What follows belongs to an exercise in optimizing a design on an open flow for small area, a short achievable clock period and few clock cycles per item; a production flow would make more cautious choices. Where RTL was checked, it was by simulation tests only, not by an equivalence proof against the original. For runs 1 and 2, only the layout was checked, not whether the RTL still works.

<file path="config.mk">
export PLATFORM = sky130hd
export DESIGN_NAME = main
export DESIGN_NICKNAME = main
export VERILOG_FILES = /design/flow/design.v
export SDC_FILE = /design/flow/constraint.sdc
export NUM_CORES = 4
export LEC_CHECK = 0
export CAP_MARGIN = 20
export CORE_MARGIN = 2
export CORE_UTILIZATION = 40
export SLEW_MARGIN = 20
</file>
<file path="constraint.sdc">
create_clock -name core_clock -period 13.0 [get_ports {clk}]
set_input_delay 2.6000 -clock core_clock [delete_from_list [all_inputs] [get_ports {clk}]]
set_output_delay 2.6000 -clock core_clock [all_outputs]
set_load 0.01 [all_outputs]
</file>
<file path="design.v">
module bmul (
    input wire [13:0] a,
    input wire [15:0] b,
    input wire rnd,
    output wire [15:0] p
);
    wire [16:0] be = {b, 1'b0};
    wire [14:0] ae = {a[13], a};
    wire n0 = be[2];
    wire o0 = be[1] ^ be[0];
    wire t0 = (be[2] & ~be[1] & ~be[0]) | (~be[2] & be[1] & be[0]);
    wire p0_0 = (o0 & ae[0]) ^ n0;
    wire p0_1 = ((o0 & ae[1]) | (t0 & ae[0])) ^ n0;
    wire p0_2 = ((o0 & ae[2]) | (t0 & ae[1])) ^ n0;
    wire p0_3 = ((o0 & ae[3]) | (t0 & ae[2])) ^ n0;
    wire p0_4 = ((o0 & ae[4]) | (t0 & ae[3])) ^ n0;
    wire p0_5 = ((o0 & ae[5]) | (t0 & ae[4])) ^ n0;
    wire p0_6 = ((o0 & ae[6]) | (t0 & ae[5])) ^ n0;
    wire p0_7 = ((o0 & ae[7]) | (t0 & ae[6])) ^ n0;
    wire p0_8 = ((o0 & ae[8]) | (t0 & ae[7])) ^ n0;
    wire p0_9 = ((o0 & ae[9]) | (t0 & ae[8])) ^ n0;
    wire p0_10 = ((o0 & ae[10]) | (t0 & ae[9])) ^ n0;
    wire p0_11 = ((o0 & ae[11]) | (t0 & ae[10])) ^ n0;
    wire p0_12 = ((o0 & ae[12]) | (t0 & ae[11])) ^ n0;
    wire p0_13 = ((o0 & ae[13]) | (t0 & ae[12])) ^ n0;
    wire p0_14 = ~(((o0 & ae[14]) | (t0 & ae[13])) ^ n0);
    wire n1 = be[4];
    wire o1 = be[3] ^ be[2];
    wire t1 = (be[4] & ~be[3] & ~be[2]) | (~be[4] & be[3] & be[2]);
    wire p1_0 = (o1 & ae[0]) ^ n1;
    wire p1_1 = ((o1 & ae[1]) | (t1 & ae[0])) ^ n1;
    wire p1_2 = ((o1 & ae[2]) | (t1 & ae[1])) ^ n1;
    wire p1_3 = ((o1 & ae[3]) | (t1 & ae[2])) ^ n1;
    wire p1_4 = ((o1 & ae[4]) | (t1 & ae[3])) ^ n1;
    wire p1_5 = ((o1 & ae[5]) | (t1 & ae[4])) ^ n1;
    wire p1_6 = ((o1 & ae[6]) | (t1 & ae[5])) ^ n1;
    wire p1_7 = ((o1 & ae[7]) | (t1 & ae[6])) ^ n1;
    wire p1_8 = ((o1 & ae[8]) | (t1 & ae[7])) ^ n1;
    wire p1_9 = ((o1 & ae[9]) | (t1 & ae[8])) ^ n1;
    wire p1_10 = ((o1 & ae[10]) | (t1 & ae[9])) ^ n1;
    wire p1_11 = ((o1 & ae[11]) | (t1 & ae[10])) ^ n1;
    wire p1_12 = ((o1 & ae[12]) | (t1 & ae[11])) ^ n1;
    wire p1_13 = ((o1 & ae[13]) | (t1 & ae[12])) ^ n1;
    wire p1_14 = ~(((o1 & ae[14]) | (t1 & ae[13])) ^ n1);
    wire n2 = be[6];
    wire o2 = be[5] ^ be[4];
    wire t2 = (be[6] & ~be[5] & ~be[4]) | (~be[6] & be[5] & be[4]);
    wire p2_0 = (o2 & ae[0]) ^ n2;
    wire p2_1 = ((o2 & ae[1]) | (t2 & ae[0])) ^ n2;
    wire p2_2 = ((o2 & ae[2]) | (t2 & ae[1])) ^ n2;
    wire p2_3 = ((o2 & ae[3]) | (t2 & ae[2])) ^ n2;
    wire p2_4 = ((o2 & ae[4]) | (t2 & ae[3])) ^ n2;
    wire p2_5 = ((o2 & ae[5]) | (t2 & ae[4])) ^ n2;
    wire p2_6 = ((o2 & ae[6]) | (t2 & ae[5])) ^ n2;
    wire p2_7 = ((o2 & ae[7]) | (t2 & ae[6])) ^ n2;
    wire p2_8 = ((o2 & ae[8]) | (t2 & ae[7])) ^ n2;
    wire p2_9 = ((o2 & ae[9]) | (t2 & ae[8])) ^ n2;
    wire p2_10 = ((o2 & ae[10]) | (t2 & ae[9])) ^ n2;
    wire p2_11 = ((o2 & ae[11]) | (t2 & ae[10])) ^ n2;
    wire p2_12 = ((o2 & ae[12]) | (t2 & ae[11])) ^ n2;
    wire p2_13 = ((o2 & ae[13]) | (t2 & ae[12])) ^ n2;
    wire p2_14 = ~(((o2 & ae[14]) | (t2 & ae[13])) ^ n2);
    wire n3 = be[8];
    wire o3 = be[7] ^ be[6];
    wire t3 = (be[8] & ~be[7] & ~be[6]) | (~be[8] & be[7] & be[6]);
    wire p3_0 = (o3 & ae[0]) ^ n3;
    wire p3_1 = ((o3 & ae[1]) | (t3 & ae[0])) ^ n3;
    wire p3_2 = ((o3 & ae[2]) | (t3 & ae[1])) ^ n3;
    wire p3_3 = ((o3 & ae[3]) | (t3 & ae[2])) ^ n3;
    wire p3_4 = ((o3 & ae[4]) | (t3 & ae[3])) ^ n3;
    wire p3_5 = ((o3 & ae[5]) | (t3 & ae[4])) ^ n3;
    wire p3_6 = ((o3 & ae[6]) | (t3 & ae[5])) ^ n3;
    wire p3_7 = ((o3 & ae[7]) | (t3 & ae[6])) ^ n3;
    wire p3_8 = ((o3 & ae[8]) | (t3 & ae[7])) ^ n3;
    wire p3_9 = ((o3 & ae[9]) | (t3 & ae[8])) ^ n3;
    wire p3_10 = ((o3 & ae[10]) | (t3 & ae[9])) ^ n3;
    wire p3_11 = ((o3 & ae[11]) | (t3 & ae[10])) ^ n3;
    wire p3_12 = ((o3 & ae[12]) | (t3 & ae[11])) ^ n3;
    wire p3_13 = ((o3 & ae[13]) | (t3 & ae[12])) ^ n3;
    wire p3_14 = ~(((o3 & ae[14]) | (t3 & ae[13])) ^ n3);
    wire n4 = be[10];
    wire o4 = be[9] ^ be[8];
    wire t4 = (be[10] & ~be[9] & ~be[8]) | (~be[10] & be[9] & be[8]);
    wire p4_0 = (o4 & ae[0]) ^ n4;
    wire p4_1 = ((o4 & ae[1]) | (t4 & ae[0])) ^ n4;
    wire p4_2 = ((o4 & ae[2]) | (t4 & ae[1])) ^ n4;
    wire p4_3 = ((o4 & ae[3]) | (t4 & ae[2])) ^ n4;
    wire p4_4 = ((o4 & ae[4]) | (t4 & ae[3])) ^ n4;
    wire p4_5 = ((o4 & ae[5]) | (t4 & ae[4])) ^ n4;
    wire p4_6 = ((o4 & ae[6]) | (t4 & ae[5])) ^ n4;
    wire p4_7 = ((o4 & ae[7]) | (t4 & ae[6])) ^ n4;
    wire p4_8 = ((o4 & ae[8]) | (t4 & ae[7])) ^ n4;
    wire p4_9 = ((o4 & ae[9]) | (t4 & ae[8])) ^ n4;
    wire p4_10 = ((o4 & ae[10]) | (t4 & ae[9])) ^ n4;
    wire p4_11 = ((o4 & ae[11]) | (t4 & ae[10])) ^ n4;
    wire p4_12 = ((o4 & ae[12]) | (t4 & ae[11])) ^ n4;
    wire p4_13 = ((o4 & ae[13]) | (t4 & ae[12])) ^ n4;
    wire p4_14 = ~(((o4 & ae[14]) | (t4 & ae[13])) ^ n4);
    wire n5 = be[12];
    wire o5 = be[11] ^ be[10];
    wire t5 = (be[12] & ~be[11] & ~be[10]) | (~be[12] & be[11] & be[10]);
    wire p5_0 = (o5 & ae[0]) ^ n5;
    wire p5_1 = ((o5 & ae[1]) | (t5 & ae[0])) ^ n5;
    wire p5_2 = ((o5 & ae[2]) | (t5 & ae[1])) ^ n5;
    wire p5_3 = ((o5 & ae[3]) | (t5 & ae[2])) ^ n5;
    wire p5_4 = ((o5 & ae[4]) | (t5 & ae[3])) ^ n5;
    wire p5_5 = ((o5 & ae[5]) | (t5 & ae[4])) ^ n5;
    wire p5_6 = ((o5 & ae[6]) | (t5 & ae[5])) ^ n5;
    wire p5_7 = ((o5 & ae[7]) | (t5 & ae[6])) ^ n5;
    wire p5_8 = ((o5 & ae[8]) | (t5 & ae[7])) ^ n5;
    wire p5_9 = ((o5 & ae[9]) | (t5 & ae[8])) ^ n5;
    wire p5_10 = ((o5 & ae[10]) | (t5 & ae[9])) ^ n5;
    wire p5_11 = ((o5 & ae[11]) | (t5 & ae[10])) ^ n5;
    wire p5_12 = ((o5 & ae[12]) | (t5 & ae[11])) ^ n5;
    wire p5_13 = ((o5 & ae[13]) | (t5 & ae[12])) ^ n5;
    wire p5_14 = ~(((o5 & ae[14]) | (t5 & ae[13])) ^ n5);
    wire n6 = be[14];
    wire o6 = be[13] ^ be[12];
    wire t6 = (be[14] & ~be[13] & ~be[12]) | (~be[14] & be[13] & be[12]);
    wire p6_0 = (o6 & ae[0]) ^ n6;
    wire p6_1 = ((o6 & ae[1]) | (t6 & ae[0])) ^ n6;
    wire p6_2 = ((o6 & ae[2]) | (t6 & ae[1])) ^ n6;
    wire p6_3 = ((o6 & ae[3]) | (t6 & ae[2])) ^ n6;
    wire p6_4 = ((o6 & ae[4]) | (t6 & ae[3])) ^ n6;
    wire p6_5 = ((o6 & ae[5]) | (t6 & ae[4])) ^ n6;
    wire p6_6 = ((o6 & ae[6]) | (t6 & ae[5])) ^ n6;
    wire p6_7 = ((o6 & ae[7]) | (t6 & ae[6])) ^ n6;
    wire p6_8 = ((o6 & ae[8]) | (t6 & ae[7])) ^ n6;
    wire p6_9 = ((o6 & ae[9]) | (t6 & ae[8])) ^ n6;
    wire p6_10 = ((o6 & ae[10]) | (t6 & ae[9])) ^ n6;
    wire p6_11 = ((o6 & ae[11]) | (t6 & ae[10])) ^ n6;
    wire p6_12 = ((o6 & ae[12]) | (t6 & ae[11])) ^ n6;
    wire p6_13 = ((o6 & ae[13]) | (t6 & ae[12])) ^ n6;
    wire p6_14 = ~(((o6 & ae[14]) | (t6 & ae[13])) ^ n6);
    wire n7 = be[16];
    wire o7 = be[15] ^ be[14];
    wire t7 = (be[16] & ~be[15] & ~be[14]) | (~be[16] & be[15] & be[14]);
    wire p7_0 = (o7 & ae[0]) ^ n7;
    wire p7_1 = ((o7 & ae[1]) | (t7 & ae[0])) ^ n7;
    wire p7_2 = ((o7 & ae[2]) | (t7 & ae[1])) ^ n7;
    wire p7_3 = ((o7 & ae[3]) | (t7 & ae[2])) ^ n7;
    wire p7_4 = ((o7 & ae[4]) | (t7 & ae[3])) ^ n7;
    wire p7_5 = ((o7 & ae[5]) | (t7 & ae[4])) ^ n7;
    wire p7_6 = ((o7 & ae[6]) | (t7 & ae[5])) ^ n7;
    wire p7_7 = ((o7 & ae[7]) | (t7 & ae[6])) ^ n7;
    wire p7_8 = ((o7 & ae[8]) | (t7 & ae[7])) ^ n7;
    wire p7_9 = ((o7 & ae[9]) | (t7 & ae[8])) ^ n7;
    wire p7_10 = ((o7 & ae[10]) | (t7 & ae[9])) ^ n7;
    wire p7_11 = ((o7 & ae[11]) | (t7 & ae[10])) ^ n7;
    wire p7_12 = ((o7 & ae[12]) | (t7 & ae[11])) ^ n7;
    wire w1 = rnd ^ n0 ^ p0_0;
    wire w2 = (rnd & n0) | (rnd & p0_0) | (n0 & p0_0);
    wire w3 = rnd ^ n1 ^ p0_2;
    wire w4 = (rnd & n1) | (rnd & p0_2) | (n1 & p0_2);
    wire w5 = rnd ^ p0_3 ^ p1_1;
    wire w6 = (rnd & p0_3) | (rnd & p1_1) | (p0_3 & p1_1);
    wire w7 = rnd ^ n2 ^ p0_4;
    wire w8 = (rnd & n2) | (rnd & p0_4) | (n2 & p0_4);
    wire w9 = rnd ^ p0_5 ^ p1_3;
    wire w10 = (rnd & p0_5) | (rnd & p1_3) | (p0_5 & p1_3);
    wire w11 = rnd ^ n3 ^ p0_6;
    wire w12 = (rnd & n3) | (rnd & p0_6) | (n3 & p0_6);
    wire w13 = p1_4 ^ p2_2 ^ p3_0;
    wire w14 = (p1_4 & p2_2) | (p1_4 & p3_0) | (p2_2 & p3_0);
    wire w15 = rnd ^ p0_7 ^ p1_5;
    wire w16 = (rnd & p0_7) | (rnd & p1_5) | (p0_7 & p1_5);
    wire w17 = rnd ^ n4 ^ p0_8;
    wire w18 = (rnd & n4) | (rnd & p0_8) | (n4 & p0_8);
    wire w19 = p1_6 ^ p2_4 ^ p3_2;
    wire w20 = (p1_6 & p2_4) | (p1_6 & p3_2) | (p2_4 & p3_2);
    wire w21 = rnd ^ p0_9 ^ p1_7;
    wire w22 = (rnd & p0_9) | (rnd & p1_7) | (p0_9 & p1_7);
    wire w23 = p2_5 ^ p3_3 ^ p4_1;
    wire w24 = (p2_5 & p3_3) | (p2_5 & p4_1) | (p3_3 & p4_1);
    wire w25 = rnd ^ n5 ^ p0_10;
    wire w26 = (rnd & n5) | (rnd & p0_10) | (n5 & p0_10);
    wire w27 = p1_8 ^ p2_6 ^ p3_4;
    wire w28 = (p1_8 & p2_6) | (p1_8 & p3_4) | (p2_6 & p3_4);
    wire w29 = p0_11 ^ p1_9 ^ p2_7;
    wire w30 = (p0_11 & p1_9) | (p0_11 & p2_7) | (p1_9 & p2_7);
    wire w31 = p3_5 ^ p4_3 ^ p5_1;
    wire w32 = (p3_5 & p4_3) | (p3_5 & p5_1) | (p4_3 & p5_1);
    wire w33 = n6 ^ p0_12 ^ p1_10;
    wire w34 = (n6 & p0_12) | (n6 & p1_10) | (p0_12 & p1_10);
    wire w35 = p2_8 ^ p3_6 ^ p4_4;
    wire w36 = (p2_8 & p3_6) | (p2_8 & p4_4) | (p3_6 & p4_4);
    wire w37 = p0_13 ^ p1_11 ^ p2_9;
    wire w38 = (p0_13 & p1_11) | (p0_13 & p2_9) | (p1_11 & p2_9);
    wire w39 = p3_7 ^ p4_5 ^ p5_3;
    wire w40 = (p3_7 & p4_5) | (p3_7 & p5_3) | (p4_5 & p5_3);
    wire w41 = 1'b1 ^ n7 ^ p0_14;
    wire w42 = (1'b1 & n7) | (1'b1 & p0_14) | (n7 & p0_14);
    wire w43 = p1_12 ^ p2_10 ^ p3_8;
    wire w44 = (p1_12 & p2_10) | (p1_12 & p3_8) | (p2_10 & p3_8);
    wire w45 = p4_6 ^ p5_4 ^ p6_2;
    wire w46 = (p4_6 & p5_4) | (p4_6 & p6_2) | (p5_4 & p6_2);
    wire w47 = 1'b1 ^ p1_13 ^ p2_11;
    wire w48 = (1'b1 & p1_13) | (1'b1 & p2_11) | (p1_13 & p2_11);
    wire w49 = p3_9 ^ p4_7 ^ p5_5;
    wire w50 = (p3_9 & p4_7) | (p3_9 & p5_5) | (p4_7 & p5_5);
    wire w51 = p1_14 ^ p2_12 ^ p3_10;
    wire w52 = (p1_14 & p2_12) | (p1_14 & p3_10) | (p2_12 & p3_10);
    wire w53 = p4_8 ^ p5_6 ^ p6_4;
    wire w54 = (p4_8 & p5_6) | (p4_8 & p6_4) | (p5_6 & p6_4);
    wire w55 = 1'b1 ^ p2_13 ^ p3_11;
    wire w56 = (1'b1 & p2_13) | (1'b1 & p3_11) | (p2_13 & p3_11);
    wire w57 = p4_9 ^ p5_7 ^ p6_5;
    wire w58 = (p4_9 & p5_7) | (p4_9 & p6_5) | (p5_7 & p6_5);
    wire w59 = p2_14 ^ p3_12 ^ p4_10;
    wire w60 = (p2_14 & p3_12) | (p2_14 & p4_10) | (p3_12 & p4_10);
    wire w61 = p5_8 ^ p6_6 ^ p7_4;
    wire w62 = (p5_8 & p6_6) | (p5_8 & p7_4) | (p6_6 & p7_4);
    wire w63 = 1'b1 ^ p3_13 ^ p4_11;
    wire w64 = (1'b1 & p3_13) | (1'b1 & p4_11) | (p3_13 & p4_11);
    wire w65 = p5_9 ^ p6_7 ^ p7_5;
    wire w66 = (p5_9 & p6_7) | (p5_9 & p7_5) | (p6_7 & p7_5);
    wire w67 = p3_14 ^ p4_12 ^ p5_10;
    wire w68 = (p3_14 & p4_12) | (p3_14 & p5_10) | (p4_12 & p5_10);
    wire w69 = 1'b1 ^ p4_13 ^ p5_11;
    wire w70 = (1'b1 & p4_13) | (1'b1 & p5_11) | (p4_13 & p5_11);
    wire w71 = p4_14 ^ p5_12 ^ p6_10;
    wire w72 = (p4_14 & p5_12) | (p4_14 & p6_10) | (p5_12 & p6_10);
    wire w73 = 1'b1 ^ p5_13 ^ p6_11;
    wire w74 = (1'b1 & p5_13) | (1'b1 & p6_11) | (p5_13 & p6_11);
    wire w75 = p5_14 ^ p6_12 ^ p7_10;
    wire w76 = (p5_14 & p6_12) | (p5_14 & p7_10) | (p6_12 & p7_10);
    wire w77 = 1'b1 ^ p6_13 ^ p7_11;
    wire w78 = (1'b1 & p6_13) | (1'b1 & p7_11) | (p6_13 & p7_11);
    wire w79 = rnd ^ p0_1 ^ w2;
    wire w80 = (rnd & p0_1) | (rnd & w2) | (p0_1 & w2);
    wire w81 = p1_2 ^ p2_0 ^ w6;
    wire w82 = (p1_2 & p2_0) | (p1_2 & w6) | (p2_0 & w6);
    wire w83 = p2_1 ^ w8 ^ w9;
    wire w84 = (p2_1 & w8) | (p2_1 & w9) | (w8 & w9);
    wire w85 = w10 ^ w11 ^ w13;
    wire w86 = (w10 & w11) | (w10 & w13) | (w11 & w13);
    wire w87 = p2_3 ^ p3_1 ^ w12;
    wire w88 = (p2_3 & p3_1) | (p2_3 & w12) | (p3_1 & w12);
    wire w89 = p4_0 ^ w16 ^ w17;
    wire w90 = (p4_0 & w16) | (p4_0 & w17) | (w16 & w17);
    wire w91 = w18 ^ w20 ^ w21;
    wire w92 = (w18 & w20) | (w18 & w21) | (w20 & w21);
    wire w93 = p4_2 ^ p5_0 ^ w22;
    wire w94 = (p4_2 & p5_0) | (p4_2 & w22) | (p5_0 & w22);
    wire w95 = w24 ^ w25 ^ w27;
    wire w96 = (w24 & w25) | (w24 & w27) | (w25 & w27);
    wire w97 = w26 ^ w28 ^ w29;
    wire w98 = (w26 & w28) | (w26 & w29) | (w28 & w29);
    wire w99 = p5_2 ^ p6_0 ^ w30;
    wire w100 = (p5_2 & p6_0) | (p5_2 & w30) | (p6_0 & w30);
    wire w101 = w32 ^ w33 ^ w35;
    wire w102 = (w32 & w33) | (w32 & w35) | (w33 & w35);
    wire w103 = p6_1 ^ w34 ^ w36;
    wire w104 = (p6_1 & w34) | (p6_1 & w36) | (w34 & w36);
    wire w105 = p7_0 ^ w38 ^ w40;
    wire w106 = (p7_0 & w38) | (p7_0 & w40) | (w38 & w40);
    wire w107 = w41 ^ w43 ^ w45;
    wire w108 = (w41 & w43) | (w41 & w45) | (w43 & w45);
    wire w109 = p6_3 ^ p7_1 ^ w42;
    wire w110 = (p6_3 & p7_1) | (p6_3 & w42) | (p7_1 & w42);
    wire w111 = w44 ^ w46 ^ w47;
    wire w112 = (w44 & w46) | (w44 & w47) | (w46 & w47);
    wire w113 = p7_2 ^ w48 ^ w50;
    wire w114 = (p7_2 & w48) | (p7_2 & w50) | (w48 & w50);
    wire w115 = p7_3 ^ w52 ^ w54;
    wire w116 = (p7_3 & w52) | (p7_3 & w54) | (w52 & w54);
    wire w117 = w56 ^ w58 ^ w59;
    wire w118 = (w56 & w58) | (w56 & w59) | (w58 & w59);
    wire w119 = w60 ^ w62 ^ w63;
    wire w120 = (w60 & w62) | (w60 & w63) | (w62 & w63);
    wire w121 = p6_8 ^ p7_6 ^ w64;
    wire w122 = (p6_8 & p7_6) | (p6_8 & w64) | (p7_6 & w64);
    wire w123 = p6_9 ^ p7_7 ^ w68;
    wire w124 = (p6_9 & p7_7) | (p6_9 & w68) | (p7_7 & w68);
    wire w125 = p7_8 ^ w70 ^ w71;
    wire w126 = (p7_8 & w70) | (p7_8 & w71) | (w70 & w71);
    wire w127 = p7_9 ^ w72 ^ w73;
    wire w128 = (p7_9 & w72) | (p7_9 & w73) | (w72 & w73);
    wire w129 = p6_14 ^ p7_12 ^ w78;
    wire w130 = (p6_14 & p7_12) | (p6_14 & w78) | (p7_12 & w78);
    wire w131 = p1_0 ^ w3 ^ w80;
    wire w132 = (p1_0 & w3) | (p1_0 & w80) | (w3 & w80);
    wire w133 = w14 ^ w15 ^ w86;
    wire w134 = (w14 & w15) | (w14 & w86) | (w15 & w86);
    wire w135 = w19 ^ w88 ^ w89;
    wire w136 = (w19 & w88) | (w19 & w89) | (w88 & w89);
    wire w137 = w23 ^ w90 ^ w91;
    wire w138 = (w23 & w90) | (w23 & w91) | (w90 & w91);
    wire w139 = w92 ^ w93 ^ w95;
    wire w140 = (w92 & w93) | (w92 & w95) | (w93 & w95);
    wire w141 = w31 ^ w94 ^ w96;
    wire w142 = (w31 & w94) | (w31 & w96) | (w94 & w96);
    wire w143 = w98 ^ w99 ^ w101;
    wire w144 = (w98 & w99) | (w98 & w101) | (w99 & w101);
    wire w145 = w37 ^ w39 ^ w100;
    wire w146 = (w37 & w39) | (w37 & w100) | (w39 & w100);
    wire w147 = w104 ^ w105 ^ w107;
    wire w148 = (w104 & w105) | (w104 & w107) | (w105 & w107);
    wire w149 = w49 ^ w106 ^ w108;
    wire w150 = (w49 & w106) | (w49 & w108) | (w106 & w108);
    wire w151 = w51 ^ w53 ^ w110;
    wire w152 = (w51 & w53) | (w51 & w110) | (w53 & w110);
    wire w153 = w55 ^ w57 ^ w114;
    wire w154 = (w55 & w57) | (w55 & w114) | (w57 & w114);
    wire w155 = w61 ^ w116 ^ w117;
    wire w156 = (w61 & w116) | (w61 & w117) | (w116 & w117);
    wire w157 = w65 ^ w118 ^ w119;
    wire w158 = (w65 & w118) | (w65 & w119) | (w118 & w119);
    wire w159 = w66 ^ w67 ^ w120;
    wire w160 = (w66 & w67) | (w66 & w120) | (w67 & w120);
    wire w161 = w69 ^ w122 ^ w123;
    wire w162 = (w69 & w122) | (w69 & w123) | (w122 & w123);
    wire w163 = w74 ^ w75 ^ w128;
    wire w164 = (w74 & w75) | (w74 & w128) | (w75 & w128);
    wire w165 = w4 ^ w5 ^ w132;
    wire w166 = (w4 & w5) | (w4 & w132) | (w5 & w132);
    wire w167 = w97 ^ w140 ^ w141;
    wire w168 = (w97 & w140) | (w97 & w141) | (w140 & w141);
    wire w169 = w102 ^ w103 ^ w144;
    wire w170 = (w102 & w103) | (w102 & w144) | (w103 & w144);
    wire w171 = w109 ^ w111 ^ w148;
    wire w172 = (w109 & w111) | (w109 & w148) | (w111 & w148);
    wire w173 = w112 ^ w113 ^ w150;
    wire w174 = (w112 & w113) | (w112 & w150) | (w113 & w150);
    wire w175 = w115 ^ w152 ^ w153;
    wire w176 = (w115 & w152) | (w115 & w153) | (w152 & w153);
    wire w177 = w121 ^ w158 ^ w159;
    wire w178 = (w121 & w158) | (w121 & w159) | (w158 & w159);
    wire w179 = w124 ^ w125 ^ w162;
    wire w180 = (w124 & w125) | (w124 & w162) | (w125 & w162);
    wire w181 = w76 ^ w77 ^ w164;
    wire w182 = (w76 & w77) | (w76 & w164) | (w77 & w164);
    wire w183 = w7 ^ w81 ^ w166;
    wire w184 = (w7 & w81) | (w7 & w166) | (w81 & w166);
    wire w185 = w142 ^ w143 ^ w168;
    wire w186 = (w142 & w143) | (w142 & w168) | (w143 & w168);
    wire w187 = w146 ^ w147 ^ w170;
    wire w188 = (w146 & w147) | (w146 & w170) | (w147 & w170);
    wire w189 = w151 ^ w172 ^ w173;
    wire w190 = (w151 & w172) | (w151 & w173) | (w172 & w173);
    wire w191 = w154 ^ w155 ^ w176;
    wire w192 = (w154 & w155) | (w154 & w176) | (w155 & w176);
    wire w193 = w160 ^ w161 ^ w178;
    wire w194 = (w160 & w161) | (w160 & w178) | (w161 & w178);
    wire w195 = w126 ^ w127 ^ w180;
    wire w196 = (w126 & w127) | (w126 & w180) | (w127 & w180);
    wire w197 = w82 ^ w83 ^ w184;
    wire w198 = (w82 & w83) | (w82 & w184) | (w83 & w184);
    wire w199 = w145 ^ w169 ^ w186;
    wire w200 = (w145 & w169) | (w145 & w186) | (w169 & w186);
    wire w201 = w149 ^ w171 ^ w188;
    wire w202 = (w149 & w171) | (w149 & w188) | (w171 & w188);
    wire w203 = w174 ^ w175 ^ w190;
    wire w204 = (w174 & w175) | (w174 & w190) | (w175 & w190);
    wire w205 = w156 ^ w157 ^ w192;
    wire w206 = (w156 & w157) | (w156 & w192) | (w157 & w192);
    wire w207 = w84 ^ w85 ^ w198;
    wire w208 = (w84 & w85) | (w84 & w198) | (w85 & w198);
    wire w209 = w87 ^ w133 ^ w208;
    wire w210 = (w87 & w133) | (w87 & w208) | (w133 & w208);
    wire w211 = w134 ^ w135 ^ w210;
    wire w212 = (w134 & w135) | (w134 & w210) | (w135 & w210);
    wire w213 = w136 ^ w137 ^ w212;
    wire w214 = (w136 & w137) | (w136 & w212) | (w137 & w212);
    wire w215 = w138 ^ w139 ^ w214;
    wire w216 = (w138 & w139) | (w138 & w214) | (w139 & w214);
    wire [26:0] x = {w129, w181, w163, w195, w179, w193, w177, w205, w191, w203, w189, w201, w187, w199, w185, w216, w215, w213, w211, w209, w207, w197, w183, w165, w131, w79, w1};
    wire [26:0] y = {w182, 1'b0, w196, 1'b0, w194, 1'b0, w206, 1'b0, w204, 1'b0, w202, 1'b0, w200, 1'b0, 1'b0, w167, 1'b0, 1'b0, 1'b0, 1'b0, 1'b0, 1'b0, 1'b0, 1'b0, 1'b0, 1'b0, 1'b0};
    wire [26:0] g0 = x & y;
    wire [26:0] p0 = x ^ y;
    wire G1_1 = g0[1] | (p0[1] & g0[0]);
    wire G1_3 = g0[3] | (p0[3] & g0[2]);
    wire P1_3 = p0[3] & p0[2];
    wire G1_5 = g0[5] | (p0[5] & g0[4]);
    wire P1_5 = p0[5] & p0[4];
    wire G1_7 = g0[7] | (p0[7] & g0[6]);
    wire P1_7 = p0[7] & p0[6];
    wire G1_9 = g0[9] | (p0[9] & g0[8]);
    wire P1_9 = p0[9] & p0[8];
    wire G1_11 = g0[11] | (p0[11] & g0[10]);
    wire P1_11 = p0[11] & p0[10];
    wire G1_13 = g0[13] | (p0[13] & g0[12]);
    wire P1_13 = p0[13] & p0[12];
    wire G1_15 = g0[15] | (p0[15] & g0[14]);
    wire P1_15 = p0[15] & p0[14];
    wire G1_17 = g0[17] | (p0[17] & g0[16]);
    wire P1_17 = p0[17] & p0[16];
    wire G1_19 = g0[19] | (p0[19] & g0[18]);
    wire P1_19 = p0[19] & p0[18];
    wire G1_21 = g0[21] | (p0[21] & g0[20]);
    wire P1_21 = p0[21] & p0[20];
    wire G1_23 = g0[23] | (p0[23] & g0[22]);
    wire P1_23 = p0[23] & p0[22];
    wire G1_25 = g0[25] | (p0[25] & g0[24]);
    wire P1_25 = p0[25] & p0[24];
    wire G2_2 = g0[2] | (p0[2] & G1_1);
    wire G2_3 = G1_3 | (P1_3 & G1_1);
    wire G2_6 = g0[6] | (p0[6] & G1_5);
    wire P2_6 = p0[6] & P1_5;
    wire G2_7 = G1_7 | (P1_7 & G1_5);
    wire P2_7 = P1_7 & P1_5;
    wire G2_10 = g0[10] | (p0[10] & G1_9);
    wire P2_10 = p0[10] & P1_9;
    wire G2_11 = G1_11 | (P1_11 & G1_9);
    wire P2_11 = P1_11 & P1_9;
    wire G2_14 = g0[14] | (p0[14] & G1_13);
    wire P2_14 = p0[14] & P1_13;
    wire G2_15 = G1_15 | (P1_15 & G1_13);
    wire P2_15 = P1_15 & P1_13;
    wire G2_18 = g0[18] | (p0[18] & G1_17);
    wire P2_18 = p0[18] & P1_17;
    wire G2_19 = G1_19 | (P1_19 & G1_17);
    wire P2_19 = P1_19 & P1_17;
    wire G2_22 = g0[22] | (p0[22] & G1_21);
    wire P2_22 = p0[22] & P1_21;
    wire G2_23 = G1_23 | (P1_23 & G1_21);
    wire P2_23 = P1_23 & P1_21;
    wire G2_26 = g0[26] | (p0[26] & G1_25);
    wire P2_26 = p0[26] & P1_25;
    wire G3_4 = g0[4] | (p0[4] & G2_3);
    wire G3_5 = G1_5 | (P1_5 & G2_3);
    wire G3_6 = G2_6 | (P2_6 & G2_3);
    wire G3_7 = G2_7 | (P2_7 & G2_3);
    wire G3_12 = g0[12] | (p0[12] & G2_11);
    wire P3_12 = p0[12] & P2_11;
    wire G3_13 = G1_13 | (P1_13 & G2_11);
    wire P3_13 = P1_13 & P2_11;
    wire G3_14 = G2_14 | (P2_14 & G2_11);
    wire P3_14 = P2_14 & P2_11;
    wire G3_15 = G2_15 | (P2_15 & G2_11);
    wire P3_15 = P2_15 & P2_11;
    wire G3_20 = g0[20] | (p0[20] & G2_19);
    wire P3_20 = p0[20] & P2_19;
    wire G3_21 = G1_21 | (P1_21 & G2_19);
    wire P3_21 = P1_21 & P2_19;
    wire G3_22 = G2_22 | (P2_22 & G2_19);
    wire P3_22 = P2_22 & P2_19;
    wire G3_23 = G2_23 | (P2_23 & G2_19);
    wire P3_23 = P2_23 & P2_19;
    wire G4_8 = g0[8] | (p0[8] & G3_7);
    wire G4_9 = G1_9 | (P1_9 & G3_7);
    wire G4_10 = G2_10 | (P2_10 & G3_7);
    wire G4_11 = G2_11 | (P2_11 & G3_7);
    wire G4_12 = G3_12 | (P3_12 & G3_7);
    wire G4_13 = G3_13 | (P3_13 & G3_7);
    wire G4_14 = G3_14 | (P3_14 & G3_7);
    wire G4_15 = G3_15 | (P3_15 & G3_7);
    wire G4_24 = g0[24] | (p0[24] & G3_23);
    wire P4_24 = p0[24] & P3_23;
    wire G4_25 = G1_25 | (P1_25 & G3_23);
    wire P4_25 = P1_25 & P3_23;
    wire G4_26 = G2_26 | (P2_26 & G3_23);
    wire P4_26 = P2_26 & P3_23;
    wire G5_16 = g0[16] | (p0[16] & G4_15);
    wire G5_17 = G1_17 | (P1_17 & G4_15);
    wire G5_18 = G2_18 | (P2_18 & G4_15);
    wire G5_19 = G2_19 | (P2_19 & G4_15);
    wire G5_20 = G3_20 | (P3_20 & G4_15);
    wire G5_21 = G3_21 | (P3_21 & G4_15);
    wire G5_22 = G3_22 | (P3_22 & G4_15);
    wire G5_23 = G3_23 | (P3_23 & G4_15);
    wire G5_24 = G4_24 | (P4_24 & G4_15);
    wire G5_25 = G4_25 | (P4_25 & G4_15);
    wire G5_26 = G4_26 | (P4_26 & G4_15);
    assign p[0] = p0[11] ^ G4_10;
    assign p[1] = p0[12] ^ G4_11;
    assign p[2] = p0[13] ^ G4_12;
    assign p[3] = p0[14] ^ G4_13;
    assign p[4] = p0[15] ^ G4_14;
    assign p[5] = p0[16] ^ G4_15;
    assign p[6] = p0[17] ^ G5_16;
    assign p[7] = p0[18] ^ G5_17;
    assign p[8] = p0[19] ^ G5_18;
    assign p[9] = p0[20] ^ G5_19;
    assign p[10] = p0[21] ^ G5_20;
    assign p[11] = p0[22] ^ G5_21;
    assign p[12] = p0[23] ^ G5_22;
    assign p[13] = p0[24] ^ G5_23;
    assign p[14] = p0[25] ^ G5_24;
    assign p[15] = p0[26] ^ G5_25;
endmodule
module main (
    input wire [15:0] v, x,
    input wire clk, reset, start,
    output wire done,
    output wire [15:0] final_result
);
    reg [2:0] ph;
    reg done_r;
    reg [14:0] X2;
    reg [13:0] T;
    reg [15:0] F;
    wire [20:0] p85  = {X2, 6'b0} + {X2, 4'b0} + {X2, 2'b0} + X2 + (X2[0] ? 21'd85 : 21'd0);
    wire [17:0] p17  = {T, 4'b0} + T + 18'd511;
    wire [17:0] p9   = {T, 3'b0} + T;
    wire [18:0] p23  = {T, 4'b0} + {T, 2'b0} + {T, 1'b0} + T + 19'd2047;
    wire [13:0] accm = F[13:0] - T;
    reg [13:0] A;
    reg [15:0] B;
    reg rnd;
    always @(*) begin
        A = x[13:0]; B = {{2{x[13]}}, x[13:0]}; rnd = 1'b0;
        case (ph)
            3'd1: begin A = {4'b0, p85[20:11]}; B = {1'b0, X2}; end
            3'd2: begin A = {5'b0, p17[17:9]};  B = {1'b0, X2}; rnd = 1'b1; end
            3'd3: begin A = {8'b0, p9[14:9]};   B = {1'b0, X2}; end
            3'd4: begin A = {11'b0, p23[13:11]}; B = {1'b0, X2}; rnd = 1'b1; end
            3'd5: begin A = accm; B = v; end
            default: ;
        endcase
    end
    wire [15:0] Ph;
    bmul mul (.a(A), .b(B), .rnd(rnd), .p(Ph));
    wire [26:0] P = {Ph, 11'b0};
    wire add = (ph == 3'd2) || (ph == 3'd4);
    wire [13:0] m1 = X2[14:1] + X2[0];
    wire [13:0] acc_a = (ph == 3'd1) ? 14'd2048 : F[13:0];
    wire [13:0] acc_b = (ph == 3'd1) ? m1 : T;
    wire [13:0] acc_n = add ? acc_a + acc_b : acc_a - acc_b;
    always @(posedge clk) begin
        if (reset) begin
            ph <= 3'd0;
            done_r <= 1'b0;
        end else begin
            case (ph)
                3'd0: if (start) begin ph <= 3'd1; done_r <= 1'b0; end
                3'd5: begin ph <= 3'd0; done_r <= 1'b1; end
                default: ph <= ph + 3'd1;
            endcase
        end
    end
    always @(posedge clk) begin
        if (ph == 3'd0) X2 <= P[25:11];
        if (ph != 3'd0 && ph != 3'd5) T <= P[24:11];
        if (ph == 3'd5) F <= P[26:11];
        else if (ph != 3'd0) F <= {{2{acc_n[13]}}, acc_n};
    end
    assign done = done_r;
    assign final_result = F;
endmodule
</file>
<file path="run.sh">
#!/bin/bash
# synth_recipe.tcl (not shown) runs the flow's synth.tcl, then flattens the netlist and writes it again
# the make line also repeats each setting of config.mk as NAME=value (left out here)
make -C /OpenROAD-flow-scripts/flow DESIGN_CONFIG=/design/flow/config.mk WORK_HOME=/design/flow/orfs CLKGATE_MAP_FILE= SYNTH_SCRIPT=/design/flow/synth_recipe.tcl finish
</file>
==> impl_metrics.yaml, run 1 <==
outcome:
  status: "finished clean"
clock_network:
  ctsHoldBuffers: 0
  cts_max_level: 2
  worstSkewPairLatency_ns: 0.31
  tritoncts: "yes"
  numCtsBuffers: 5
  cts_resized: 0
  max-clock-path-buffers: 2
  clock_sinks: 49
  postCtsSetupBuffers: 0
  cts-root-buf: "clkbuf_16"
  cts.clk_slew.worst_paths_ns: 0.07
critical_path:
  path_class: "register to register"
  cpMaxStageDelayCell: "a21oi_2"
  regToRegSetupSlack_ns: 2.53
  worstReg2RegStart: "T[1]"
  crit_path_start_kind: "register"
  crit_path_end_kind: "register"
  reg2regPathDepth: 42
  worstPathArrival_ns: 10.54
  slowest_delay_ns: 0.82
  endpoint: "F[14]"
  startpoint: "T[1]"
  crit_fanout: 14
  cp.required_ns: 13.07
  r2r-end: "F[14]"
yosys:
  syn_avg_cell_area_um2: 7.91
  synth_edf_count: 45
  synthFlopType: "edfxtp_1"
  synthSimpleGateAreaFrac_pct: 15.7
  synth_top_family_by_area: "adder cells"
  ys_seq_area_share_pct: 10.1
  synthAdderAreaFrac_pct: 31.7
  synthMuxAreaShare_pct: 1.24
  synth_nets: 2092
  synth_compound_gate_area_share_pct: 27.7
  synth_area_mm2: 0.0141
  ys_async_sr_fraction_pct: 0
  synthDistinctLibCells: 94
  synthXorXnorAreaFrac_pct: 4.72
  syn_inst: 1785
  ys_warn_count: 1
  synth-seq-cells: 49
die:
  coreArea_mm2: 0.0346
  rows: 68
  fp.dieH_um: 192
  start_util_pct: 40.8
  boundaryPins: 52
  dieWidth_um: 192
  dieArea_mm2: 0.0368
final_layout:
  final_nets: 2071
  area_delta_synth_final_pct: 7.61
  finalInstanceArea_mm2: 0.0152
  diodes: 0
  drive_gt1_share_pct: 5.16
  finalCoreUtilization_pct: 43.9
sta:
  worst_slew_pin_slew_ns: 1.07
  clock.fmax_mhz: 95.5
  hold_viol: 0
  finalSetupTns_ns: 0
  finalMaxSlewViolations: 0
  hold_ws_ns: 0.519
  fin_crit_ns: 10.47
  rsz0062_at_grt: "false"
  period_share_pct: 80.6
  relSlewSlack_pct: 28.1
  fin_skew_ns: 0.00548
  finalSetupViolCount: 0
routing:
  dr.first_iter.drc_count: 1404
  num_vias: 13700
  dr.pass1.iters: 9
  wire_per_inst_um: 21.9
  drc_errors: 0
  wirelength_um: 48500
  via_per_inst: 6.19
  ant_nets: 0
global_route:
  grt_overflow_total: 0
  track_usage_pct: 26.5
  grt_pass1_wl_um: 75600
  grt_start_max_net_pins: 41
  grt_pass1_vias: 13000
  antenna_found_initial: 0
place:
  port_buffers: 49
  gp_congestion: 0.951
  dp_hpwl_um: 37900
  dpl-instance-area_mm2: 0.0150
job:
  drv_cap: 0
min_path:
  hold_path.class: "register to register"
worst min-delay path by stage:
stage            from  cells after the start  slack, ns     end
6_report       done_r                      2       0.52  done_r
5_1_grt        done_r                      2       0.55  done_r
2_1_floorplan  done_r                      2       0.52  done_r
3_3_place_gp   done_r                      2       0.50  done_r
4_1_cts        done_r                      2       0.52  done_r
3_5_place_dp   done_r                      2       0.50  done_r
final cells by class:
cell class / instances / area, µm²
clock buffer: 5 / 125
clock inverter: 3 / 41.3
fill: 3487 / 19400
inverter: 203 / 762
multi-input combinational: 1420 / 11500
sequential: 49 / 1430
tap: 455 / 569
timing repair buffer: 85 / 761
critical path, delay by kind of cell (launching register included):
kind / cells / cell delay (ns)
adders and majority gates: 8 / 3.25
and+or+nand+nor: 10 / 1.12
DFF: 1 / 0.66
xor gates and xnor gates: 1 / 0.11
buffers and inverters: 5 / 0.65
AOI/OAI and AO/OA: 18 / 4.37
cell usage after synthesis (all sizes together) (6+ instances only):
cell type	n	area (µm²)
a211oi	20	150
a21o	24	180
a21oi	158	802
a221o	10	100
a221oi	21	209
a222oi	14	140
a22oi	33	248
a31oi	23	150
and2	27	169
and3	8	50.1
buf	30	163
clkbuf	83	312
edfxtp	45	1350
fa	131	2620
ha	141	1760
inv	201	754
maj3	9	91.3
mux2i	13	130
nand2	147	554
nand2b	16	100
nand3	36	180
nand3b	9	67.6
nand4	10	62.6
nor2	123	472
nor2b	12	75.1
nor3	30	150
nor4	10	62.6
o211ai	15	118
o21a	13	97.6
o21ai	119	596
o21bai	6	45.0
o221a	6	67.6
o221ai	9	85.1
o22ai	42	263
o31a	6	52.6
o31ai	10	75.1
o41ai	6	60.1
or2	6	37.5
or3	11	73.8
xnor2	54	473
xor2	22	193
metal layers:
metal  global-route usage [%]  up-vias  share of wire (%)  wire length, µm
met5                        0        -                  0                0
met4                     10.5        0                4.1             1990
met3                     2.32      106                6.8             3300
met2                     43.2      640                 46            22200
met1                     36.3     6604                 43            21100
li1                         -     6391                  -                -
cells in the final DEF, fill, tap and decap left out, types with 12 or more instances in the layout:
cell type          n
buf_4             36
inv_1            200
mux2i_1           12
clkdlybuf4s50_1   49
nand2_1          146
and2_1            25
a22oi_1           33
a211oi_1          19
a221oi_1          16
a222oi_1          14
xor2_1            22
edfxtp_1          45
a21oi_1          155
o211ai_1          14
o22ai_1           42
o21a_1            13
o21ai_0          111
nand3_1           36
nand2b_1          16
a31oi_1           22
a21o_1            24
nor3_1            29
fa_1             131
xnor2_1           54
nor2_1           121
ha_1             141
registers in the layout, indices dropped and copies added (netlist names):
register and cells:
ph 3, T 14, X2 15, done_r 1, F 16
logic make-up after synthesis:
| family | after synthesis |
|---|---|
| xor gates and xnor gates | 76 |
| buffers and inverters | 316 |
| muxes | 17 |
| and+or+nand+nor | 463 |
| adders and majority gates | 281 |
| AOI/OAI and AO/OA | 583 |
| DFF | 49 |
metrics by stage:
step	instances	setup WS, ns
6_report	2220	2.53
5_1_grt	2220	1.70
4_1_cts	2220	2.53
3_5_place_dp	2212	2.38
3_3_place_gp	2211	2.44
2_1_floorplan	1785	4.11
==> run 2, diff against run 1 <==
--- a/config.mk
+++ b/config.mk
@@ -7,2 +7,3 @@
 export LEC_CHECK = 0
+export ABC_AREA = 1
 export CAP_MARGIN = 20
==> run 2 against run 1 <==
Against the previous run:
- still clean on timing, DRC and antenna
- clock-buffer cell count stayed put
- core utilization is 0.43 points lower
- final cell count is 5.9% higher
- clock skew is 0.0032 ns higher
- non-clock buffer count is 25 lower
- first-iteration DRC count is 26% lower
- sequential share of layout area is 0.48 points higher
- worst setup slack better by 0.28 ns
- die area is 5.0% lower
==> impl_metrics.yaml, run 2 <==
yosys:
  synth.top_cell.area_share_pct: 19.6
  synth_edf_count: 45
  synth_most_common_cell: "nand2_1"
  synth_nets: 2199
  ys_async_sr_fraction_pct: 0
  ys_warn_count: 1
  synthTopCellsByCount: "450 x nand2_1, 331 x inv_1, 180 x nand3_1"
  syn_avg_cell_area_um2: 7.08
  yosysTopAreaCell: "fa_1"
  synthFlopType: "edfxtp_1"
  ys_seq_area_share_pct: 10.7
  synth_area_mm2: 0.0134
  ys_top_cells_by_area: "fa_1 20%, ha_1 13%, nand2_1 13%, edfxtp_1 10%, inv_1 9.3%"
  synthDistinctLibCells: 52
  syn_inst: 1892
  synth-seq-cells: 49
global_route:
  antenna_found_initial: 0
  top_usage_layer: "met2"
  grt_pass1_vias: 12600
  grt_start_max_net_pins: 42
  use_met2_pct: 44.1
  grt_pass1_wl_um: 69000
  track_usage_pct: 25.1
  grt_overflow_total: 0
  globalRouteMet3Util_pct: 3.30
  grtUsageMet1_pct: 30.5
die:
  dieWidth_um: 187
  dieArea_mm2: 0.0350
  coreArea_mm2: 0.0333
  rows: 67
  fp.dieH_um: 187
  start_util_pct: 40.3
  boundaryPins: 52
place:
  port_buffers: 49
  gp_congestion: 0.932
  dp_hpwl_um: 34900
critical_path:
  cpMostUsedCell: "nand2_1"
  cp.required_ns: 13.15
  cpMaxStageDelayCell: "nand4_2"
  crit_path_end_kind: "register"
  worstPathArrival_ns: 10.34
  slowest_delay_ns: 0.62
  path_class: "register to register"
  crit_fanout: 17
  crit_path_start_kind: "register"
sta:
  worst_slew_pin_slew_ns: 1.03
  finalSetupTns_ns: 0
  fin_crit_ns: 10.19
  hold_viol: 0
  period_share_pct: 78.4
  rsz0062_at_grt: "false"
  finalSetupViolCount: 0
  relSlewSlack_pct: 31.2
  fin_skew_ns: 0.00866
  finalMaxSlewViolations: 0
  clock.fmax_mhz: 98.1
final_layout:
  final_common_cell: "nand2_1"
  largestRegisters: "F: 16 flops, X2: 15 flops, T: 14 flops"
  diodes: 0
  multi_input_area_mm2: 0.0104
  largest_reg_flops: 16
  top_register: "F"
  seqCellArea_mm2: 0.00143
  area_delta_synth_final_pct: 7.87
  final_nets: 2210
  drive_gt1_share_pct: 4.41
  n_fill_cell: 3476
  finalCoreUtilization_pct: 43.4
  layout_common_cells: "450 x nand2_1, 331 x inv_1, 180 x nand3_1"
job:
  drv_cap: 0
routing:
  drc_errors: 0
  wire_per_inst_um: 18.6
  dr.pass1.iters: 6
  via_per_inst: 5.44
  ant_nets: 0
  num_vias: 12800
  dr.first_iter.drc_count: 1041
  wirelength_um: 43700
clock_network:
  worstSkewPairLatency_ns: 0.31
  cts_max_level: 2
  max-clock-path-buffers: 2
  cts_resized: 0
  cts-root-buf: "clkbuf_16"
  tritoncts: "yes"
  ctsHoldBuffers: 0
  numCtsBuffers: 5
  postCtsSetupBuffers: 0
  cts.clk_slew.worst_paths_ns: 0.08
  clock_sinks: 49
outcome:
  status: "finished clean"
min_path:
  hold_path.class: "register to register"
==> run 2: cell types whose count changed in the layout (fill, tap and decap cells not counted), moves of 49 or more <==
cell / change
nand3_1: +144
inv_1: +131
xor2_1: +68
a21oi_1: -80
o21ai_0: -49
nand2_1: +304
==> run 2: layout make-up <==
| class | count | share of cell area (%) |
|---|---|---|
| well taps | 448 | 3.88 |
| repair buffers | 60 | 3.96 |
| flip-flops and latches | 49 | 9.90 |
| inverters | 350 | 9.09 |
| clock buffers | 5 | 0.866 |
| multi-input cells | 1437 | 72.0 |
| clock inverters | 3 | 0.286 |
==> run 2: routing by layer <==
| layer | up-vias | wire length (µm) |
|---|---|---|
| met5 | - | 0 |
| met4 | 0 | 2080 |
| met3 | 110 | 2780 |
| met2 | 455 | 21000 |
| met1 | 6087 | 17800 |
| li1 | 6134 | - |
==> run 2: kinds of logic after synthesis <==
logic type      synth area share, %
compound gates                 12.8
simple gates                   24.8
buf+inv                        11.6
fa+ha+maj                      32.7
flops                          10.7
xor+xnor                       7.39
==> run 2: path summary, 6_finish.rpt <==
path,startpoint,end,slack (ns),cells after the start
setup / recovery,X2[3],F[12],2.81,53
hold / removal,done_r,done_r,0.51,2
setup reg to reg,X2[3],F[12],2.81,53
hold reg to reg,done_r,done_r,0.51,2
==> run 2: worst max-delay path, delay by kind of cell (launching register included) <==
family,cells,cell delay [ns]
AND/OR/NAND/NOR,31,3.51
adder cells (fa/ha/maj),10,4.50
flip-flops,1,0.59
AO/OA/AOI/OAI,3,0.52
buffers and inverters,8,0.50
XOR/XNOR,1,0.40
==> run 2: stage by stage <==
stage | std cells | hold slack (ns) | setup slack, ns | instance area, µm²
after global routing | 2352 | 0.531 | 2.05 | 14500
after floorplan | 1892 | 0.470 | 4.36 | 13400
after CTS | 2352 | 0.507 | 2.88 | 14500
after global placement | 2344 | 0.482 | 2.75 | 14300
final | 2352 | 0.510 | 2.81 | 14500
after detailed placement | 2344 | 0.492 | 2.68 | 14300
==> run 3, diff against run 2 <==
--- a/design.v
+++ b/design.v
@@ -492,7 +492,29 @@
     reg [15:0] F;
-    wire [20:0] p85  = {X2, 6'b0} + {X2, 4'b0} + {X2, 2'b0} + X2 + (X2[0] ? 21'd85 : 21'd0);
-    wire [17:0] p17  = {T, 4'b0} + T + 18'd511;
-    wire [17:0] p9   = {T, 3'b0} + T;
-    wire [18:0] p23  = {T, 4'b0} + {T, 2'b0} + {T, 1'b0} + T + 19'd2047;
-    wire [13:0] accm = F[13:0] - T;
+    wire ph1 = (ph == 3'd1);
+    wire ph2 = (ph == 3'd2);
+    wire ph3 = (ph == 3'd3);
+    wire ph4 = (ph == 3'd4);
+    wire ph5 = (ph == 3'd5);
+    wire [20:0] r0 = {X2, 6'b0};
+    wire [20:0] r1 = {2'b0, X2, 4'b0};
+    wire [20:0] r2 = {4'b0, X2, 2'b0};
+    wire [20:0] r3 = {6'b0, X2};
+    wire [20:0] r4 = {14'b0, X2[0], 1'b0, X2[0], 1'b0, X2[0], 1'b0, X2[0]};
+    wire [20:0] s0 = r0 ^ r1 ^ r2;
+    wire [20:0] c0 = {(r0[19:0] & r1[19:0]) | (r0[19:0] & r2[19:0]) | (r1[19:0] & r2[19:0]), 1'b0};
+    wire [20:0] s1 = s0 ^ c0 ^ r3;
+    wire [20:0] c1 = {(s0[19:0] & c0[19:0]) | (s0[19:0] & r3[19:0]) | (c0[19:0] & r3[19:0]), 1'b0};
+    wire [20:0] p85 = s1 + c1 + r4;
+    wire [9:0] u1 = p85[20:11];
+    wire [17:0] q = (ph2 ? {T, 4'b0} : {1'b0, T, 3'b0}) + {4'b0, T} + {9'b0, {9{ph2}}};
+    wire [8:0] a23 = q[17:9];
+    wire [8:0] t9 = T[8:0];
+    wire k1 = (t9 != 9'd0), k2 = (t9 >= 9'd90), k3 = (t9 >= 9'd179);
+    wire k4 = (t9 >= 9'd268), k5 = (t9 >= 9'd357), k6 = (t9 >= 9'd446);
+    wire [2:0] a4 = {k4, (k2 & ~k4) | k6, (k1 & ~k2) | (k3 & ~k4) | (k5 & ~k6)};
+    wire sub = ph3 | ph5;
+    wire [13:0] acc_a = ph1 ? 14'd2048 : F[13:0];
+    wire [13:0] acc_b = ph1 ? {1'b1, ~X2[14:1]} : (sub ? ~T : T);
+    wire acc_ci = ph1 ? ~X2[0] : sub;
+    wire [13:0] acc_n = acc_a + acc_b + {13'b0, acc_ci};
     reg [13:0] A;
@@ -502,19 +524,10 @@
         A = x[13:0]; B = {{2{x[13]}}, x[13:0]}; rnd = 1'b0;
-        case (ph)
-            3'd1: begin A = {4'b0, p85[20:11]}; B = {1'b0, X2}; end
-            3'd2: begin A = {5'b0, p17[17:9]};  B = {1'b0, X2}; rnd = 1'b1; end
-            3'd3: begin A = {8'b0, p9[14:9]};   B = {1'b0, X2}; end
-            3'd4: begin A = {11'b0, p23[13:11]}; B = {1'b0, X2}; rnd = 1'b1; end
-            3'd5: begin A = accm; B = v; end
-            default: ;
-        endcase
+        if (ph1) begin A = {4'b0, u1}; B = {1'b0, X2}; end
+        if (ph2) begin A = {5'b0, a23}; B = {1'b0, X2}; rnd = 1'b1; end
+        if (ph3) begin A = {5'b0, a23}; B = {1'b0, X2}; end
+        if (ph4) begin A = {11'b0, a4}; B = {1'b0, X2}; rnd = 1'b1; end
+        if (ph5) begin A = acc_n; B = v; end
     end
-    wire [15:0] Ph;
-    bmul mul (.a(A), .b(B), .rnd(rnd), .p(Ph));
-    wire [26:0] P = {Ph, 11'b0};
-    wire add = (ph == 3'd2) || (ph == 3'd4);
-    wire [13:0] m1 = X2[14:1] + X2[0];
-    wire [13:0] acc_a = (ph == 3'd1) ? 14'd2048 : F[13:0];
-    wire [13:0] acc_b = (ph == 3'd1) ? m1 : T;
-    wire [13:0] acc_n = add ? acc_a + acc_b : acc_a - acc_b;
+    wire [15:0] P;
+    bmul mul (.a(A), .b(B), .rnd(rnd), .p(P));
     always @(posedge clk) begin
@@ -532,6 +545,6 @@
     always @(posedge clk) begin
-        if (ph == 3'd0) X2 <= P[25:11];
-        if (ph != 3'd0 && ph != 3'd5) T <= P[24:11];
-        if (ph == 3'd5) F <= P[26:11];
-        else if (ph != 3'd0) F <= {{2{acc_n[13]}}, acc_n};
+        if (ph == 3'd0) X2 <= P[14:0];
+        T <= P[13:0];
+        if (ph5) F <= P;
+        else if (ph != 3'd0) F[13:0] <= acc_n;
     end
==> run 3 against run 2 <==
Against the previous run:
- core utilization increased by 1.0 points
- final cell count decreased by 15%
- critical endpoint is now F[13]
- global-route usage decreased by 1.1 points
- critical path type unchanged
- worst setup slack improved by 0.17 ns
- non-clock buffer count up 9
- synthesized cell count down 16%
- largest cell class unchanged
- critical path depth shrank 11
- register-to-register slack better by 0.17 ns
==> impl_metrics.yaml, run 3 <==
die:
  start_util_pct: 40.8
  boundaryPins: 52
  rows: 61
  dieWidth_um: 172
  fp.dieH_um: 172
  dieArea_mm2: 0.0297
  coreArea_mm2: 0.0279
final_layout:
  area_delta_synth_final_pct: 9.14
  multi_input_area_mm2: 0.00877
  layout_common_cells: "437 x nand2_1, 246 x inv_1, 121 x fa_1"
  diodes: 0
  n_fill_cell: 2844
  final_nets: 1874
  largest_reg_flops: 16
  seqCellArea_mm2: 0.00129
  instances_no_fill: 2002
  top_register: "F"
  largestRegisters: "F: 16 flops, X2: 15 flops, T: 14 flops"
  finalInstanceArea_mm2: 0.0124
  final_common_cell: "nand2_1"
  drive_gt1_share_pct: 5.67
global_route:
  grt_pass1_vias: 10100
  track_usage_pct: 24.0
  grt_overflow_total: 0
  grt_pass1_wl_um: 55000
  antenna_found_initial: 0
  grt_start_max_net_pins: 44
yosys:
  yosysTopAreaCell: "fa_1"
  synthFlopType: "edfxtp_1"
  syn_inst: 1595
  ys_async_sr_fraction_pct: 0
  synthDistinctLibCells: 53
  synth.top_cell.area_share_pct: 21.3
  synth_area_mm2: 0.0114
  ys_seq_area_share_pct: 11.4
  ys_top_cells_by_area: "fa_1 21%, nand2_1 14%, ha_1 10%, edfxtp_1 8.2%, inv_1 8.1%"
  synth_nets: 1846
  synth_most_common_cell: "nand2_1"
  synth-seq-cells: 49
  synthTopCellsByCount: "438 x nand2_1, 246 x inv_1, 121 x fa_1"
  synth_edf_count: 31
  ys_warn_count: 1
  syn_avg_cell_area_um2: 7.12
critical_path:
  startpoint: "X2[5]"
  worstReg2RegStart: "X2[5]"
  slowest_delay_ns: 0.58
  cp.required_ns: 13.14
  regToRegSetupSlack_ns: 2.98
  crit_fanout: 9
  endpoint: "F[13]"
  crit_path_start_kind: "register"
  r2r-end: "F[13]"
  path_class: "register to register"
  cpMostUsedCell: "fa_1"
  cpMaxStageDelayCell: "fa_1"
  reg2regPathDepth: 42
  worstPathArrival_ns: 10.16
  crit_path_end_kind: "register"
routing:
  num_vias: 10400
  dr.first_iter.drc_count: 904
  wirelength_um: 34300
  drc_errors: 0
  ant_nets: 0
  via_per_inst: 5.21
  wire_per_inst_um: 17.1
  dr.pass1.iters: 5
place:
  port_buffers: 49
  dp_hpwl_um: 27500
  gp_congestion: 0.899
  dp.cells: 1994
  dpl-instance-area_mm2: 0.0122
clock_network:
  ctsHoldBuffers: 0
  worstSkewPairLatency_ns: 0.30
  numCtsBuffers: 5
  clock_sinks: 49
  cts-root-buf: "clkbuf_16"
  postCtsSetupBuffers: 0
  cts.clk_slew.worst_paths_ns: 0.08
  cts_resized: 0
  cts_max_level: 2
  max-clock-path-buffers: 2
  tritoncts: "yes"
sta:
  hold_ws_ns: 0.467
  finalSetupViolCount: 0
  fin_crit_ns: 10.02
  finalMaxSlewViolations: 0
  worst_slew_pin_slew_ns: 1.00
  rsz0062_at_grt: "false"
  clock.fmax_mhz: 99.8
  fin_skew_ns: 0.0122
  hold_viol: 0
  relSlewSlack_pct: 33.0
  period_share_pct: 77.0
  finalSetupTns_ns: 0
outcome:
  status: "finished clean"
min_path:
  hold_path.class: "register to register"
  whs_path_depth: 2
job:
  drv_cap: 0
## run 3: final cells by class
class | count | area share [%]
clock buffers | 7 | 1.41
clock inverters | 1 | 0.0707
inverters | 272 | 8.34
multi-input cells | 1226 | 70.8
flip-flops and latches | 49 | 10.4
well taps | 378 | 3.82
repair buffers | 69 | 5.17
## run 3: worst min-delay path by stage
stage / slack, ns / end / startpoint
floorplan: 0.47 / ph[1] / ph[1]
global placement: 0.46 / done_r / done_r
detailed placement: 0.46 / done_r / done_r
CTS: 0.47 / done_r / done_r
global route: 0.49 / done_r / done_r
finish: 0.47 / done_r / done_r
## run 3: through the flow
step / utilization [%] / worst slack [ns]
floorplan: - / 4.47
global placement: 43.8 / 3.05
detailed placement: 43.8 / 3.03
CTS: 44.5 / 2.98
global route: 44.5 / 2.15
finish: 44.5 / 2.98
## run 3: kinds of logic (layout without fill, tap and decap cells)
| kind of cell | after synthesis | count (layout) | share of synthesized area, % |
|---|---|---|---|
| compound gates | 272 | 272 | 14.1 |
| xor+xnor | 106 | 106 | 8.30 |
| fa+ha+maj | 216 | 216 | 31.8 |
| buf+inv | 320 | 349 | 11.4 |
| flops | 49 | 49 | 11.4 |
| simple gates | 632 | 632 | 23.0 |
## run 3: routing by layer
layer  GRT usage (%)  vias to the layer above  share of wire [%]
met5               0                        -                  0
met4            4.60                        0                1.9
met3            2.24                       40                6.3
met2            38.5                      359                 45
met1            35.3                     4901                 47
li1                -                     5135                  -
## run 3: critical path: cells and delay by family (launching register included)
kind / cells / cell delay (ns)
adders and majority gates: 10 / 4.42
and+or+nand+nor: 13 / 2.04
AOI/OAI and AO/OA: 10 / 1.42
buffers and inverters: 7 / 0.94
DFF: 1 / 0.56
xor gates and xnor gates: 2 / 0.46
Testbench counts of run 3, summed over its fixed seeds: cycles 14,400, items 2,400.
==> run 4, diff against run 3 <==
--- a/config.mk
+++ b/config.mk
@@ -11,2 +11,3 @@
 export CORE_UTILIZATION = 40
+export SETUP_SLACK_MARGIN = 5
 export SLEW_MARGIN = 20
==> run 4 against run 3 <==
Against the previous run:
- final cell count increased by 3.7%
- critical path type is now input port to register
- core utilization grew 4.5 points
- critical path depth fell by 6
- highest routed layer unchanged
- still clean
- sequential cell count unchanged
- via count rose by 5.0%
- worst hold slack got worse by 0.00069 ns
- fmax is 12% higher
- register-to-register slack improved by 1.1 ns
- clock-buffer cell count is 1 lower
- first-iteration DRC count rose by 1.4%
==> impl_metrics.yaml, run 4 <==
outcome:
  status: "finished clean"
clock_network:
  cts_max_level: 2
  max-clock-path-buffers: 2
  numCtsBuffers: 5
  ctsHoldBuffers: 0
  tritoncts: "yes"
  cts-root-buf: "clkbuf_16"
  cts.clk_slew.worst_paths_ns: 0.07
  clock_sinks: 49
  worstSkewPairLatency_ns: 0.30
place:
  dp_hpwl_um: 27400
  gp_congestion: 0.904
  dp.cells: 1990
  dpl-instance-area_mm2: 0.0123
  port_buffers: 49
critical_path:
  slowest_delay_ns: 0.47
  cpMaxStageDelayCell: "fa_1"
  path_class: "input port to register"
  crit_path_start_kind: "input port"
  crit_fanout: 13
  cp.required_ns: 13.04
  crit_path_end_kind: "register"
  cpMostUsedCell: "fa_2"
  worstPathArrival_ns: 9.00
yosys:
  syn_inst: 1595
  synthDistinctLibCells: 53
  synth.top_cell.area_share_pct: 21.3
  yosysTopAreaCell: "fa_1"
  syn_avg_cell_area_um2: 7.12
  synth-seq-cells: 49
  synthFlopType: "edfxtp_1"
  ys_top_cells_by_area: "fa_1 21%, nand2_1 14%, ha_1 10%, edfxtp_1 8.2%, inv_1 8.1%"
  synth_most_common_cell: "nand2_1"
  synthTopCellsByCount: "438 x nand2_1, 246 x inv_1, 121 x fa_1"
  ys_async_sr_fraction_pct: 0
  ys_seq_area_share_pct: 11.4
  synth_nets: 1846
  ys_warn_count: 1
  synth_area_mm2: 0.0114
  synth_edf_count: 31
final_layout:
  largest_reg_flops: 16
  finalInstanceArea_mm2: 0.0137
  top_register: "F"
  layout_common_cells: "413 x nand2_1, 226 x inv_1, 103 x fa_1"
  area_delta_synth_final_pct: 20.3
  n_fill_cell: 2743
  drive_gt1_share_pct: 16.7
  largestRegisters: "F: 16 flops, X2: 15 flops, T: 14 flops"
  final_common_cell: "nand2_1"
  instances_no_fill: 2076
  final_nets: 1948
  diodes: 0
sta:
  finalSetupTns_ns: 0
  relSlewSlack_pct: 47.5
  finalMaxSlewViolations: 0
  finalSetupViolCount: 0
  period_share_pct: 68.9
  fin_skew_ns: 0.0111
  worst_slew_pin_slew_ns: 0.785
  hold_viol: 0
  rsz0062_at_grt: "true"
  fin_crit_ns: 8.95
  clock.fmax_mhz: 112
die:
  coreArea_mm2: 0.0279
  rows: 61
  dieWidth_um: 172
  start_util_pct: 40.8
  dieArea_mm2: 0.0297
  boundaryPins: 52
  fp.dieH_um: 172
routing:
  met2WireLength_um: 16700
  ant_nets: 0
  drc_errors: 0
  dr.first_iter.drc_count: 917
  via_per_inst: 5.28
  num_vias: 11000
  met1_length_um: 15900
  wire_per_inst_um: 17.4
  route.met3.wl_um: 2710
  wirelength_um: 36000
  dr.pass1.iters: 6
  highest_layer: "met4"
global_route:
  grt_overflow_total: 0
  antenna_found_initial: 0
  track_usage_pct: 24.5
  grt_start_max_net_pins: 44
  grt_pass1_wl_um: 55800
  grt_pass1_vias: 10200
min_path:
  hold_path.class: "register to register"
job:
  drv_cap: 0
-- run 4: cell counts after synthesis --
No cell type changed its count.
-- run 4: logic make-up (layout without fill, tap and decap cells) --
kind of cell    Yosys count  after routing  synth area share [%]
compound gates          272            272                  14.1
xor+xnor                106            106                  8.30
flops                    49             49                  11.4
buf+inv                 320            423                  11.4
simple gates            632            632                  23.0
fa+ha+maj               216            216                  31.8
-- run 4: final timing paths --
| kind | end | slack (ns) | from | cells after the start |
|---|---|---|---|---|
| worst min-delay path | done_r | 0.47 | done_r | 2 |
| worst min register to register | done_r | 0.47 | done_r | 2 |
| worst max-delay path | F[10] | 4.05 | x[7] | 36 |
| worst max register to register | F[10] | 4.05 | X2[3] | 52 |
-- run 4: final cells by class --
cell class	instances	area [µm²]	area share (%)
flip-flops and latches	49	1290	9.46
inverters	272	1060	7.78
clock inverters	2	37.5	0.275
repair buffers	143	1280	9.37
multi-input cells	1226	9370	68.6
well taps	378	473	3.46
clock buffers	6	139	1.02
-- run 4: what timing repair did --
| action | CTS | global route |
|---|---|---|
| gates resized for setup | 79 | 62 |
| endpoints found under the setup margin | 39 | 41 |
| pin swaps | 55 | 40 |
| gates cloned | 0 | 1 |
| buffers inserted | 52 | 25 |
-- run 4: routing by layer --
layer  track usage (%)  vias up
li1                  -     5283
met1              34.8     5204
met2              39.4      410
met3              3.48       61
met4              5.92        0
met5                 0        -
-- run 4: worst max-delay path: cells and delay by family --
family,cells,cell delay (ns)
compound gates,8,1.13
xor+xnor,1,0.17
simple gates,10,0.83
buf+inv,11,1.82
fa+ha+maj,6,2.41
-- run 4: per-stage QoR --
stage	hold WS (ns)	worst slack (ns)	utilization [%]
final	0.467	4.05	49.0
after global routing	0.506	3.69	49.0
after CTS	0.470	4.13	47.2
after detailed placement	0.455	3.30	44.1
after global placement	0.453	3.38	44.1
after floorplan	0.470	4.71	-

==> static timing again, ports no longer ideal <==
No port has a modelled driver above. Below, the same layouts with a new extraction and two added sets of constraints.
Step 1 (the two cells are an assumption about what drives the block):
set clk [get_ports {clk}]
set_driving_cell -lib_cell sky130_fd_sc_hd__clkbuf_16 $clk
set_driving_cell -lib_cell sky130_fd_sc_hd__buf_2 [delete_from_list [all_inputs] $clk]
Step 2 moves the port delays by t, midway between the first and last clock arrival at a register: inputs arrive t later, outputs are due t later. That takes back most of the time a late clock gives input paths.
a / b / c = ideal ports / drivers / drivers and shift; a / b = the first two.
run | t (ns) | setup slack, ns | cell pins on the clock port's net
run 1 | 0.346 | 2.528 / 2.528 / 2.286 | 1
run 2 | 0.350 | 2.811 / 2.811 / 2.657 | 1
run 3 | 0.335 | 2.984 / 2.984 / 2.984 | 1
run 4 | 0.342 | 4.046 / 4.047 / 3.726 | 1
After both steps every run listed still meets setup and hold. The setup slack of run 4, which loses most, moves by +0.001 ns with the drivers and by -0.320 ns with both steps.
